This is an optimization exercise on Yosys and OpenROAD, whose aim is small area and a short achievable clock period, not a production implementation. Function was not checked in any run shown here: the RTL went through the layout flow alone.

==> flow/design.v, too long to show whole: its modules and the start of the top module <==
// module MrSimSimulation: 1192 lines
// module kmfa: 4 lines
// module kmha: 4 lines
module MrSimSimulation(input clk, input reset,
    input [63:0] io_enq_dat,
    input  io_enq_val,
    output io_enq_rdy,
    output[63:0] io_deq_dat,
    output io_deq_val,
    input  io_deq_rdy
);
  // ...
==> flow/flow/run.sh <==
#!/bin/bash
# Standard synthesis, then the standard layout with the resizer aiming for a setup slack margin,
# small port buffers and a smaller clock tree.
set -euo pipefail
bash standard.sh synth > synth.log 2>&1
bash standard.sh SETUP_SLACK_MARGIN=12.4 BUFFER_PORTS_ARGS='-buffer_cell sky130_fd_sc_hd__buf_1' 'CTS_ARGS=-sink_clustering_enable -repair_clock_nets -dont_use_dummy_load -buf_list sky130_fd_sc_hd__clkbuf_16 -sink_clustering_size 30 -sink_clustering_max_diameter 100' finish > layout.log 2>&1
==> flow/standard.sh <==
#!/bin/bash
# synth_recipe.tcl (not shown) runs the flow's synth.tcl, then flattens the netlist and writes it again
# the make line also repeats each setting of config.mk as NAME=value (left out here)
make -C /OpenROAD-flow-scripts/flow DESIGN_CONFIG=/design/flow/config.mk WORK_HOME=/design/flow/orfs CLKGATE_MAP_FILE= SYNTH_SCRIPT=/design/flow/synth_recipe.tcl "${@:-finish}"
==> flow/config.mk <==
export PLATFORM = sky130hd
export DESIGN_NAME = MrSimSimulation
export DESIGN_NICKNAME = MrSimSimulation
export VERILOG_FILES = /design/flow/design.v
export SDC_FILE = /design/flow/constraint.sdc
export NUM_CORES = 4
export LEC_CHECK = 0
export CAP_MARGIN = 20
export CORE_MARGIN = 2
export CORE_UTILIZATION = 40
export PLACE_DENSITY = 0.6
export SLEW_MARGIN = 20
export SYNTH_HIERARCHICAL = 1
export SYNTH_MINIMUM_KEEP_SIZE = 0
==> flow/constraint.sdc <==
create_clock -name core_clock -period 17.0 [get_ports {clk}]
set_input_delay 3.4000 -clock core_clock [delete_from_list [all_inputs] [get_ports {clk}]]
set_output_delay 3.4000 -clock core_clock [all_outputs]
set_load 0.01 [all_outputs]
==> results.json, run 1 <==
{
  "status": "complete, no violations",
  "wl_met3_um": 1000,
  "rsz0062_at_grt": "yes",
  "synthMuxAreaShare_pct": 4.22,
  "cp-end-kind": "register",
  "grt-busiest-layer": "met2",
  "final.period_utilization_pct": 26.8,
  "worst_ep_required_time_ns": 17.29,
  "grt_first_pass_wirelength_um": 52600,
  "hold-worst-slack_ns": 0.326,
  "dp_cells": 1848,
  "post_drt_wl_per_cell_um": 17.2,
  "multi_input_area_share_pct": 62.3,
  "synth_top_cell_by_area": "fa_1",
  "gp_congestion": 0.865,
  "worst_pin_slew_ns": 0.939,
  "cts_buffer_depth": 2,
  "grt_max_degree": 19,
  "nFlopsAndLatches": 183,
  "synth_cell_types": 57,
  "wl_met2_um": 15300,
  "first_global_vias": 9973,
  "grt_antenna_before_repair": 1,
  "placed_cell_area_um2": 15900,
  "async_flop_share_pct": 0,
  "dieArea_um2": 38800,
  "drt_iter0_drc": 382,
  "cts_made_buffers": 17
}
==> inputs of run 2 (changes only) <==
--- a/flow/design.v
+++ b/flow/design.v
@@ -4,17 +4,17 @@
     output io_enq_rdy,
     output[63:0] io_deq_dat,
     output io_deq_val,
     input  io_deq_rdy
 );
   reg [8:0] df0, df1, df2, df3, df4, df5;
   reg [15:0] p1, p2;
   reg v1, v2, v3;
-  reg [4:0] e0, e1, e2;    
+  reg [5:0] e0, e1, e2;    
   reg l20, l21, l10;           
   wire [7:0] px = io_enq_dat[55:48];
   wire [7:0] py = io_enq_dat[63:56];
   wire [8:0] dn0 = {1'b0, io_enq_dat[7:0]} - {1'b0, px};
   wire [8:0] dn1 = {1'b0, io_enq_dat[15:8]} - {1'b0, py};
   wire [8:0] dn2 = {1'b0, io_enq_dat[23:16]} - {1'b0, px};
   wire [8:0] dn3 = {1'b0, io_enq_dat[31:24]} - {1'b0, py};
   wire [8:0] dn4 = {1'b0, io_enq_dat[39:32]} - {1'b0, px};
@@ -972,41 +972,37 @@
   wire ll20_g7 = dist0[7] & ~dist2[7];
   wire ll20_p7 = dist0[7] | ~dist2[7];
   wire ll20_g8 = dist0[8] & ~dist2[8];
   wire ll20_p8 = dist0[8] | ~dist2[8];
   wire ll20_g9 = dist0[9] & ~dist2[9];
   wire ll20_p9 = dist0[9] | ~dist2[9];
   wire ll20_g10 = dist0[10] & ~dist2[10];
   wire ll20_p10 = dist0[10] | ~dist2[10];
-  wire ll20_g11 = dist0[11] & ~dist2[11];
-  wire ll20_p11 = dist0[11] | ~dist2[11];
   wire ll20_G607 = ll20_g1 | (ll20_p1 & ll20_g0);
   wire ll20_P608 = ll20_p1 & ll20_p0;
   wire ll20_G609 = ll20_g3 | (ll20_p3 & ll20_g2);
   wire ll20_P610 = ll20_p3 & ll20_p2;
   wire ll20_G611 = ll20_g5 | (ll20_p5 & ll20_g4);
   wire ll20_P612 = ll20_p5 & ll20_p4;
   wire ll20_G613 = ll20_g7 | (ll20_p7 & ll20_g6);
   wire ll20_P614 = ll20_p7 & ll20_p6;
   wire ll20_G615 = ll20_g9 | (ll20_p9 & ll20_g8);
   wire ll20_P616 = ll20_p9 & ll20_p8;
-  wire ll20_G617 = ll20_g11 | (ll20_p11 & ll20_g10);
-  wire ll20_P618 = ll20_p11 & ll20_p10;
-  wire ll20_G619 = ll20_G609 | (ll20_P610 & ll20_G607);
-  wire ll20_P620 = ll20_P610 & ll20_P608;
-  wire ll20_G621 = ll20_G613 | (ll20_P614 & ll20_G611);
-  wire ll20_P622 = ll20_P614 & ll20_P612;
-  wire ll20_G623 = ll20_G617 | (ll20_P618 & ll20_G615);
-  wire ll20_P624 = ll20_P618 & ll20_P616;
-  wire ll20_G625 = ll20_G621 | (ll20_P622 & ll20_G619);
-  wire ll20_P626 = ll20_P622 & ll20_P620;
-  wire ll20_G627 = ll20_G623 | (ll20_P624 & ll20_G625);
-  wire ll20_P628 = ll20_P624 & ll20_P626;
-  wire ll20 = ll20_G627 | ll20_P628;
+  wire ll20_G617 = ll20_G609 | (ll20_P610 & ll20_G607);
+  wire ll20_P618 = ll20_P610 & ll20_P608;
+  wire ll20_G619 = ll20_G613 | (ll20_P614 & ll20_G611);
+  wire ll20_P620 = ll20_P614 & ll20_P612;
+  wire ll20_G621 = ll20_g10 | (ll20_p10 & ll20_G615);
+  wire ll20_P622 = ll20_p10 & ll20_P616;
+  wire ll20_G623 = ll20_G619 | (ll20_P620 & ll20_G617);
+  wire ll20_P624 = ll20_P620 & ll20_P618;
+  wire ll20_G625 = ll20_G621 | (ll20_P622 & ll20_G623);
+  wire ll20_P626 = ll20_P622 & ll20_P624;
+  wire ll20 = ll20_G625 | ll20_P626;
   wire ll21_g0 = dist1[0] & ~dist2[0];
   wire ll21_p0 = dist1[0] | ~dist2[0];
   wire ll21_g1 = dist1[1] & ~dist2[1];
   wire ll21_p1 = dist1[1] | ~dist2[1];
   wire ll21_g2 = dist1[2] & ~dist2[2];
   wire ll21_p2 = dist1[2] | ~dist2[2];
   wire ll21_g3 = dist1[3] & ~dist2[3];
   wire ll21_p3 = dist1[3] | ~dist2[3];
@@ -1019,41 +1015,37 @@
   wire ll21_g7 = dist1[7] & ~dist2[7];
   wire ll21_p7 = dist1[7] | ~dist2[7];
   wire ll21_g8 = dist1[8] & ~dist2[8];
   wire ll21_p8 = dist1[8] | ~dist2[8];
   wire ll21_g9 = dist1[9] & ~dist2[9];
   wire ll21_p9 = dist1[9] | ~dist2[9];
   wire ll21_g10 = dist1[10] & ~dist2[10];
   wire ll21_p10 = dist1[10] | ~dist2[10];
-  wire ll21_g11 = dist1[11] & ~dist2[11];
-  wire ll21_p11 = dist1[11] | ~dist2[11];
-  wire ll21_G629 = ll21_g1 | (ll21_p1 & ll21_g0);
-  wire ll21_P630 = ll21_p1 & ll21_p0;
-  wire ll21_G631 = ll21_g3 | (ll21_p3 & ll21_g2);
-  wire ll21_P632 = ll21_p3 & ll21_p2;
-  wire ll21_G633 = ll21_g5 | (ll21_p5 & ll21_g4);
-  wire ll21_P634 = ll21_p5 & ll21_p4;
-  wire ll21_G635 = ll21_g7 | (ll21_p7 & ll21_g6);
-  wire ll21_P636 = ll21_p7 & ll21_p6;
-  wire ll21_G637 = ll21_g9 | (ll21_p9 & ll21_g8);
-  wire ll21_P638 = ll21_p9 & ll21_p8;
-  wire ll21_G639 = ll21_g11 | (ll21_p11 & ll21_g10);
-  wire ll21_P640 = ll21_p11 & ll21_p10;
-  wire ll21_G641 = ll21_G631 | (ll21_P632 & ll21_G629);
-  wire ll21_P642 = ll21_P632 & ll21_P630;
-  wire ll21_G643 = ll21_G635 | (ll21_P636 & ll21_G633);
-  wire ll21_P644 = ll21_P636 & ll21_P634;
-  wire ll21_G645 = ll21_G639 | (ll21_P640 & ll21_G637);
-  wire ll21_P646 = ll21_P640 & ll21_P638;
-  wire ll21_G647 = ll21_G643 | (ll21_P644 & ll21_G641);
-  wire ll21_P648 = ll21_P644 & ll21_P642;
-  wire ll21_G649 = ll21_G645 | (ll21_P646 & ll21_G647);
-  wire ll21_P650 = ll21_P646 & ll21_P648;
-  wire ll21 = ll21_G649 | ll21_P650;
+  wire ll21_G627 = ll21_g1 | (ll21_p1 & ll21_g0);
+  wire ll21_P628 = ll21_p1 & ll21_p0;
+  wire ll21_G629 = ll21_g3 | (ll21_p3 & ll21_g2);
+  wire ll21_P630 = ll21_p3 & ll21_p2;
+  wire ll21_G631 = ll21_g5 | (ll21_p5 & ll21_g4);
+  wire ll21_P632 = ll21_p5 & ll21_p4;
+  wire ll21_G633 = ll21_g7 | (ll21_p7 & ll21_g6);
+  wire ll21_P634 = ll21_p7 & ll21_p6;
+  wire ll21_G635 = ll21_g9 | (ll21_p9 & ll21_g8);
+  wire ll21_P636 = ll21_p9 & ll21_p8;
+  wire ll21_G637 = ll21_G629 | (ll21_P630 & ll21_G627);
+  wire ll21_P638 = ll21_P630 & ll21_P628;
+  wire ll21_G639 = ll21_G633 | (ll21_P634 & ll21_G631);
+  wire ll21_P640 = ll21_P634 & ll21_P632;
+  wire ll21_G641 = ll21_g10 | (ll21_p10 & ll21_G635);
+  wire ll21_P642 = ll21_p10 & ll21_P636;
+  wire ll21_G643 = ll21_G639 | (ll21_P640 & ll21_G637);
+  wire ll21_P644 = ll21_P640 & ll21_P638;
+  wire ll21_G645 = ll21_G641 | (ll21_P642 & ll21_G643);
+  wire ll21_P646 = ll21_P642 & ll21_P644;
+  wire ll21 = ll21_G645 | ll21_P646;
   wire ll10_g0 = dist0[0] & ~dist1[0];
   wire ll10_p0 = dist0[0] | ~dist1[0];
   wire ll10_g1 = dist0[1] & ~dist1[1];
   wire ll10_p1 = dist0[1] | ~dist1[1];
   wire ll10_g2 = dist0[2] & ~dist1[2];
   wire ll10_p2 = dist0[2] | ~dist1[2];
   wire ll10_g3 = dist0[3] & ~dist1[3];
   wire ll10_p3 = dist0[3] | ~dist1[3];
@@ -1066,97 +1058,105 @@
   wire ll10_g7 = dist0[7] & ~dist1[7];
   wire ll10_p7 = dist0[7] | ~dist1[7];
   wire ll10_g8 = dist0[8] & ~dist1[8];
   wire ll10_p8 = dist0[8] | ~dist1[8];
   wire ll10_g9 = dist0[9] & ~dist1[9];
   wire ll10_p9 = dist0[9] | ~dist1[9];
   wire ll10_g10 = dist0[10] & ~dist1[10];
   wire ll10_p10 = dist0[10] | ~dist1[10];
-  wire ll10_g11 = dist0[11] & ~dist1[11];
-  wire ll10_p11 = dist0[11] | ~dist1[11];
-  wire ll10_G651 = ll10_g1 | (ll10_p1 & ll10_g0);
-  wire ll10_P652 = ll10_p1 & ll10_p0;
-  wire ll10_G653 = ll10_g3 | (ll10_p3 & ll10_g2);
-  wire ll10_P654 = ll10_p3 & ll10_p2;
-  wire ll10_G655 = ll10_g5 | (ll10_p5 & ll10_g4);
-  wire ll10_P656 = ll10_p5 & ll10_p4;
-  wire ll10_G657 = ll10_g7 | (ll10_p7 & ll10_g6);
-  wire ll10_P658 = ll10_p7 & ll10_p6;
-  wire ll10_G659 = ll10_g9 | (ll10_p9 & ll10_g8);
-  wire ll10_P660 = ll10_p9 & ll10_p8;
-  wire ll10_G661 = ll10_g11 | (ll10_p11 & ll10_g10);
-  wire ll10_P662 = ll10_p11 & ll10_p10;
-  wire ll10_G663 = ll10_G653 | (ll10_P654 & ll10_G651);
-  wire ll10_P664 = ll10_P654 & ll10_P652;
-  wire ll10_G665 = ll10_G657 | (ll10_P658 & ll10_G655);
-  wire ll10_P666 = ll10_P658 & ll10_P656;
-  wire ll10_G667 = ll10_G661 | (ll10_P662 & ll10_G659);
-  wire ll10_P668 = ll10_P662 & ll10_P660;
-  wire ll10_G669 = ll10_G665 | (ll10_P666 & ll10_G663);
-  wire ll10_P670 = ll10_P666 & ll10_P664;
-  wire ll10_G671 = ll10_G667 | (ll10_P668 & ll10_G669);
-  wire ll10_P672 = ll10_P668 & ll10_P670;
-  wire ll10 = ll10_G671 | ll10_P672;
+  wire ll10_G647 = ll10_g1 | (ll10_p1 & ll10_g0);
+  wire ll10_P648 = ll10_p1 & ll10_p0;
+  wire ll10_G649 = ll10_g3 | (ll10_p3 & ll10_g2);
+  wire ll10_P650 = ll10_p3 & ll10_p2;
+  wire ll10_G651 = ll10_g5 | (ll10_p5 & ll10_g4);
+  wire ll10_P652 = ll10_p5 & ll10_p4;
+  wire ll10_G653 = ll10_g7 | (ll10_p7 & ll10_g6);
+  wire ll10_P654 = ll10_p7 & ll10_p6;
+  wire ll10_G655 = ll10_g9 | (ll10_p9 & ll10_g8);
+  wire ll10_P656 = ll10_p9 & ll10_p8;
+  wire ll10_G657 = ll10_G649 | (ll10_P650 & ll10_G647);
+  wire ll10_P658 = ll10_P650 & ll10_P648;
+  wire ll10_G659 = ll10_G653 | (ll10_P654 & ll10_G651);
+  wire ll10_P660 = ll10_P654 & ll10_P652;
+  wire ll10_G661 = ll10_g10 | (ll10_p10 & ll10_G655);
+  wire ll10_P662 = ll10_p10 & ll10_P656;
+  wire ll10_G663 = ll10_G659 | (ll10_P660 & ll10_G657);
+  wire ll10_P664 = ll10_P660 & ll10_P658;
+  wire ll10_G665 = ll10_G661 | (ll10_P662 & ll10_G663);
+  wire ll10_P666 = ll10_P662 & ll10_P664;
+  wire ll10 = ll10_G665 | ll10_P666;
   wire le20_g0 = e0[0] & ~e2[0];
   wire le20_p0 = e0[0] | ~e2[0];
   wire le20_g1 = e0[1] & ~e2[1];
   wire le20_p1 = e0[1] | ~e2[1];
   wire le20_g2 = e0[2] & ~e2[2];
   wire le20_p2 = e0[2] | ~e2[2];
   wire le20_g3 = e0[3] & ~e2[3];
   wire le20_p3 = e0[3] | ~e2[3];
   wire le20_g4 = e0[4] & ~e2[4];
   wire le20_p4 = e0[4] | ~e2[4];
-  wire le20_G673 = le20_g1 | (le20_p1 & le20_g0);
-  wire le20_P674 = le20_p1 & le20_p0;
-  wire le20_G675 = le20_g3 | (le20_p3 & le20_g2);
-  wire le20_P676 = le20_p3 & le20_p2;
-  wire le20_G677 = le20_G675 | (le20_P676 & le20_G673);
-  wire le20_P678 = le20_P676 & le20_P674;
-  wire le20_G679 = le20_g4 | (le20_p4 & le20_G677);
-  wire le20_P680 = le20_p4 & le20_P678;
-  wire le20 = le20_G679 | (le20_P680 & l20);
+  wire le20_g5 = e0[5] & ~e2[5];
+  wire le20_p5 = e0[5] | ~e2[5];
+  wire le20_G667 = le20_g1 | (le20_p1 & le20_g0);
+  wire le20_P668 = le20_p1 & le20_p0;
+  wire le20_G669 = le20_g3 | (le20_p3 & le20_g2);
+  wire le20_P670 = le20_p3 & le20_p2;
+  wire le20_G671 = le20_g5 | (le20_p5 & le20_g4);
+  wire le20_P672 = le20_p5 & le20_p4;
+  wire le20_G673 = le20_G669 | (le20_P670 & le20_G667);
+  wire le20_P674 = le20_P670 & le20_P668;
+  wire le20_G675 = le20_G671 | (le20_P672 & le20_G673);
+  wire le20_P676 = le20_P672 & le20_P674;
+  wire le20 = le20_G675 | (le20_P676 & l20);
   wire le21_g0 = e1[0] & ~e2[0];
   wire le21_p0 = e1[0] | ~e2[0];
   wire le21_g1 = e1[1] & ~e2[1];
   wire le21_p1 = e1[1] | ~e2[1];
   wire le21_g2 = e1[2] & ~e2[2];
   wire le21_p2 = e1[2] | ~e2[2];
   wire le21_g3 = e1[3] & ~e2[3];
   wire le21_p3 = e1[3] | ~e2[3];
   wire le21_g4 = e1[4] & ~e2[4];
   wire le21_p4 = e1[4] | ~e2[4];
-  wire le21_G681 = le21_g1 | (le21_p1 & le21_g0);
-  wire le21_P682 = le21_p1 & le21_p0;
-  wire le21_G683 = le21_g3 | (le21_p3 & le21_g2);
-  wire le21_P684 = le21_p3 & le21_p2;
-  wire le21_G685 = le21_G683 | (le21_P684 & le21_G681);
-  wire le21_P686 = le21_P684 & le21_P682;
-  wire le21_G687 = le21_g4 | (le21_p4 & le21_G685);
-  wire le21_P688 = le21_p4 & le21_P686;
-  wire le21 = le21_G687 | (le21_P688 & l21);
+  wire le21_g5 = e1[5] & ~e2[5];
+  wire le21_p5 = e1[5] | ~e2[5];
+  wire le21_G677 = le21_g1 | (le21_p1 & le21_g0);
+  wire le21_P678 = le21_p1 & le21_p0;
+  wire le21_G679 = le21_g3 | (le21_p3 & le21_g2);
+  wire le21_P680 = le21_p3 & le21_p2;
+  wire le21_G681 = le21_g5 | (le21_p5 & le21_g4);
+  wire le21_P682 = le21_p5 & le21_p4;
+  wire le21_G683 = le21_G679 | (le21_P680 & le21_G677);
+  wire le21_P684 = le21_P680 & le21_P678;
+  wire le21_G685 = le21_G681 | (le21_P682 & le21_G683);
+  wire le21_P686 = le21_P682 & le21_P684;
+  wire le21 = le21_G685 | (le21_P686 & l21);
   wire le10_g0 = e0[0] & ~e1[0];
   wire le10_p0 = e0[0] | ~e1[0];
   wire le10_g1 = e0[1] & ~e1[1];
   wire le10_p1 = e0[1] | ~e1[1];
   wire le10_g2 = e0[2] & ~e1[2];
   wire le10_p2 = e0[2] | ~e1[2];
   wire le10_g3 = e0[3] & ~e1[3];
   wire le10_p3 = e0[3] | ~e1[3];
   wire le10_g4 = e0[4] & ~e1[4];
   wire le10_p4 = e0[4] | ~e1[4];
-  wire le10_G689 = le10_g1 | (le10_p1 & le10_g0);
-  wire le10_P690 = le10_p1 & le10_p0;
-  wire le10_G691 = le10_g3 | (le10_p3 & le10_g2);
-  wire le10_P692 = le10_p3 & le10_p2;
-  wire le10_G693 = le10_G691 | (le10_P692 & le10_G689);
-  wire le10_P694 = le10_P692 & le10_P690;
-  wire le10_G695 = le10_g4 | (le10_p4 & le10_G693);
-  wire le10_P696 = le10_p4 & le10_P694;
+  wire le10_g5 = e0[5] & ~e1[5];
+  wire le10_p5 = e0[5] | ~e1[5];
+  wire le10_G687 = le10_g1 | (le10_p1 & le10_g0);
+  wire le10_P688 = le10_p1 & le10_p0;
+  wire le10_G689 = le10_g3 | (le10_p3 & le10_g2);
+  wire le10_P690 = le10_p3 & le10_p2;
+  wire le10_G691 = le10_g5 | (le10_p5 & le10_g4);
+  wire le10_P692 = le10_p5 & le10_p4;
+  wire le10_G693 = le10_G689 | (le10_P690 & le10_G687);
+  wire le10_P694 = le10_P690 & le10_P688;
+  wire le10_G695 = le10_G691 | (le10_P692 & le10_G693);
+  wire le10_P696 = le10_P692 & le10_P694;
   wire le10 = le10_G695 | (le10_P696 & l10);
   wire [1:0] cls = (le20 & le21) ? 2'd2 : le10 ? 2'd1 : 2'd0;
   reg [17:0] q0, q1, q2, q3;
   reg [3:0] f;
   wire enq = v3 & ~f[3];
   wire [3:0] g1 = {1'b0, f[3:1]};
   wire [3:0] fn0 = f | ({4{enq}} & ~f & {f[2:0], 1'b1});
   wire [3:0] fn1 = g1 | ({4{enq}} & ~g1 & {g1[2:0], 1'b1});
@@ -1166,17 +1166,17 @@
   wire [17:0] n0 = ws1[0] ? din : q1, h0 = ws0[0] ? din : q0;
   wire [17:0] n1 = ws1[1] ? din : q2, h1 = ws0[1] ? din : q1;
   wire [17:0] n2 = ws1[2] ? din : q3, h2 = ws0[2] ? din : q2;
   wire [17:0] n3 = din,               h3 = ws0[3] ? din : q3;
   wire deq = io_deq_rdy & f[0];
   always @(posedge clk) begin
     df0 <= dn0; df1 <= dn1; df2 <= dn2; df3 <= dn3; df4 <= dn4; df5 <= dn5;
     p1 <= io_enq_dat[63:48];
-    e0 <= dist0[16:12]; e1 <= dist1[16:12]; e2 <= dist2[16:12];
+    e0 <= dist0[16:11]; e1 <= dist1[16:11]; e2 <= dist2[16:11];
     l20 <= ll20; l21 <= ll21; l10 <= ll10;
     p2 <= p1;
     if (reset) begin
       v1 <= 1'b0; v2 <= 1'b0; v3 <= 1'b0;
       f <= 4'd0;
     end else begin
       v1 <= io_enq_val; v2 <= v1; v3 <= v2;
       f <= deq ? fn1 : fn0;
==> results.json, run 2 <==
{
  "drt_iter0_drc": 481,
  "die_y_um": 197,
  "ys_top_cells_by_area": "fa_1, dfxtp_1, edfxtp_1",
  "diodes": 0,
  "drt-total-wl_um": 33900,
  "worstSetupPathType": "in2reg",
  "cts_made_buffers": 17,
  "nets": 1803,
  "ys_top_cells_by_count": "fa_1, and2_1, ha_1, dfxtp_1, inv_1",
  "synth_cell_types": 53,
  "drive_gt1_share_pct": 15.5,
  "vias_per_cell": 5.01,
  "status": "complete, no violations",
  "grtUsageTotal_pct": 18.3,
  "ys_warn_count": 7,
  "worst_ep_required_time_ns": 17.32,
  "start_kind": "input pin",
  "synth_area_um2": 14900,
  "seqCellArea_um2": 4570,
  "io_buffers": 86,
  "ys_seq_area_share_pct": 29.8,
  "mostFrequentLayoutCells": "and2_1, fa_1, ha_1",
  "fillers": 3395,
  "worstPathMaxFanout": 4,
  "synth_top_area_share_pct": 23.4,
  "cts_hold_buf": 0,
  "finalSetupTns_ns": 0,
  "critPathSlowestCell": "fa_2",
  "cp-end-kind": "register",
  "hold_path_class": "reg2reg",
  "fmax_ghz": 0.219,
  "synth-simple-area-share_pct": 13.5,
  "first_global_vias": 9950,
  "hold_viol": 0,
  "period_minus_slack_ns": 4.56,
  "slew_viol_final": 0,
  "vias": 9415,
  "syn_inst": 1297,
  "synthAdderAreaFrac_pct": 36.7,
  "io_pins": 134,
  "synth_top_family_by_area": "adder cells",
  "crit_chain": "buf_6 > ha_4 > fa_2 > nor2b_1 > o21ai_1 > a21boi_1 > o21a_1 > nor2_2 > o21bai_1 > a21oi_1",
  "skew_ns": 0.0297,
  "drt_first_pass_iters": 5,
  "final.period_utilization_pct": 26.8,
  "rsz0062_at_grt": "yes",
  "grt_antenna_before_repair": 0,
  "cts_tree": "built",
  "drtAntennaViolNets": 0,
  "cts_max_level": 4,
  "syn_avg_cell_area_um2": 11.5,
  "chipWidth_um": 197,
  "gp_congestion": 0.869,
  "root_buffer": "clkbuf_16",
  "start_util_pct": 40.7,
  "worst_pin_slew_ns": 0.993,
  "max-cap-violations": 0,
  "post-route-util_pct": 45.6,
  "slew_headroom_pct": 33.6,
  "ys.flop_type": "dfxtp_1",
  "clk_pin_slew_ns": 0.06,
  "synth_top_cell_by_area": "fa_1",
  "hold-worst-slack_ns": 0.316,
  "slowest_delay_ns": 0.38,
  "drc": 0,
  "cts_buffer_depth": 2,
  "cp.arrival_ns": 4.87,
  "ys_seq_elements": 186,
  "synth_xor_area_share_pct": 3.82,
  "cts_sinks": 186,
  "post_drt_wl_per_cell_um": 18.0,
  "core_area_um2": 36600,
  "clock_latency_ns": 0.44,
  "dp_hpwl_um": 26800,
  "grt_overflow": 0,
  "area_growth_pct": 12.0,
  "setup_viol": 0,
  "rows": 70,
  "grt_max_degree": 23,
  "synth_edf_count": 72,
  "yosysMostFrequentCell": "fa_1",
  "synth-compound-area-share_pct": 7.48,
  "dieArea_um2": 38800,
  "async_flop_share_pct": 0,
  "synthMuxAreaShare_pct": 4.22,
  "multi_input_area_um2": 10300,
  "layout_commonest_cell": "and2_1",
  "grt_first_pass_wirelength_um": 54500
}
==> run 2: cell count changes in the layout (fill, tap and decap cells not counted), moves of 10 or more <==
cell | previous run | this run
mux2_1 | 20 | 0
mux2_2 | 34 | 54
nor2b_1 | 65 | 52
ha_1 | 122 | 134
ha_4 | 23 | 11
buf_4 | 25 | 14
inv_1 | 56 | 67
dfxtp_4 | 14 | 24
==> run 2: worst paths after layout <==
| check | start | end | slack (ns) | cells past startpoint |
|---|---|---|---|---|
| setup / recovery | io_enq_dat[56] | df1[8] | 12.44 | 10 |
| hold / removal | p1[7] | p2[7] | 0.32 | 0 |
| setup reg to reg | df0[4] | e0[5] | 12.58 | 15 |
| hold reg to reg | p1[7] | p2[7] | 0.32 | 0 |
==> run 2: kinds of logic after synthesis <==
kind of cell	Yosys count
flip-flops	186
other	2
XOR/XNOR	65
AO/OA/AOI/OAI	168
buffers and inverters	128
multiplexers	56
AND/OR/NAND/NOR	357
adder cells (fa/ha/maj)	335
==> run 2: area by class of cell <==
cell class / instances / area share (%)
Inverter: 76 / 2.06
Tap cell: 468 / 3.51
Multi-Input combinational cell: 1034 / 61.5
Sequential cell: 186 / 27.4
Clock buffer: 17 / 2.55
Timing Repair Buffer: 99 / 2.97
==> run 2: through the flow <==
stage               area (um2)  setup slack (ns)  instances
CTS                      16500             12.32       1873
floorplan                15400             12.24       1348
global placement         15900             11.74       1850
global route             16700             12.36       1880
detailed placement       15900             11.69       1850
finish                   16700             12.44       1880
==> run 2: critical path, delay by kind of cell <==
family / cells / cell delay (ns)
compound gates: 5 / 0.64
fa+ha+maj: 2 / 0.54
simple gates: 2 / 0.17
buf+inv: 1 / 0.12
==> run 2: per-layer routing <==
metal	vias to the layer above	part of all wire, %	global-route usage (%)
li1	4522	-	-
met1	4672	46	24.9
met2	178	48	30.1
met3	43	3.3	2.89
met4	0	2.8	5.93
met5	-	0	0
==> run 2: Yosys stat by module, one instance, submodules excluded <==
module / cell area (um2) / flops+latches
MrSimSimulation: 10900 / 186
kmfa: 20.0 / 0
kmha: 12.5 / 0
==> run 2: what timing repair did <==
item,4_1_cts,5_1_grt
endpoints found under the setup margin,43,25
endpoints found under the hold margin,0,0
gates resized for setup,60,62
setup buffers,6,7
pin swaps,3,23

afterwards: timing with drivers on the ports:
How much do the figures lean on ideal ports? The routed layouts below were timed once more, with nothing changed but the port constraints. Step 1 sets driving cells, clkbuf_16 on the clock port and buf_2 on the other inputs (assumed; they add their load-dependent delay and slew). Step 2 also shifts input and output timing later by t, the mid clock arrival at the registers, as if the neighbouring blocks saw the same clock. a / b / c = no drivers / after step 1 / after step 2; a / b = the first two.
run	t (ns)	setup WS [ns]	latest minus earliest clock arrival (ns)
run 1	0.461	12.446 / 12.446 / 11.987	0.034 / 0.035
run 2	0.472	12.444 / 12.457 / 11.987	0.040 / 0.039
After both steps setup and hold are still met in every run listed. The setup slack of run 1, which loses most, moves by 0.000 ns with the drivers and by -0.459 ns with both steps.
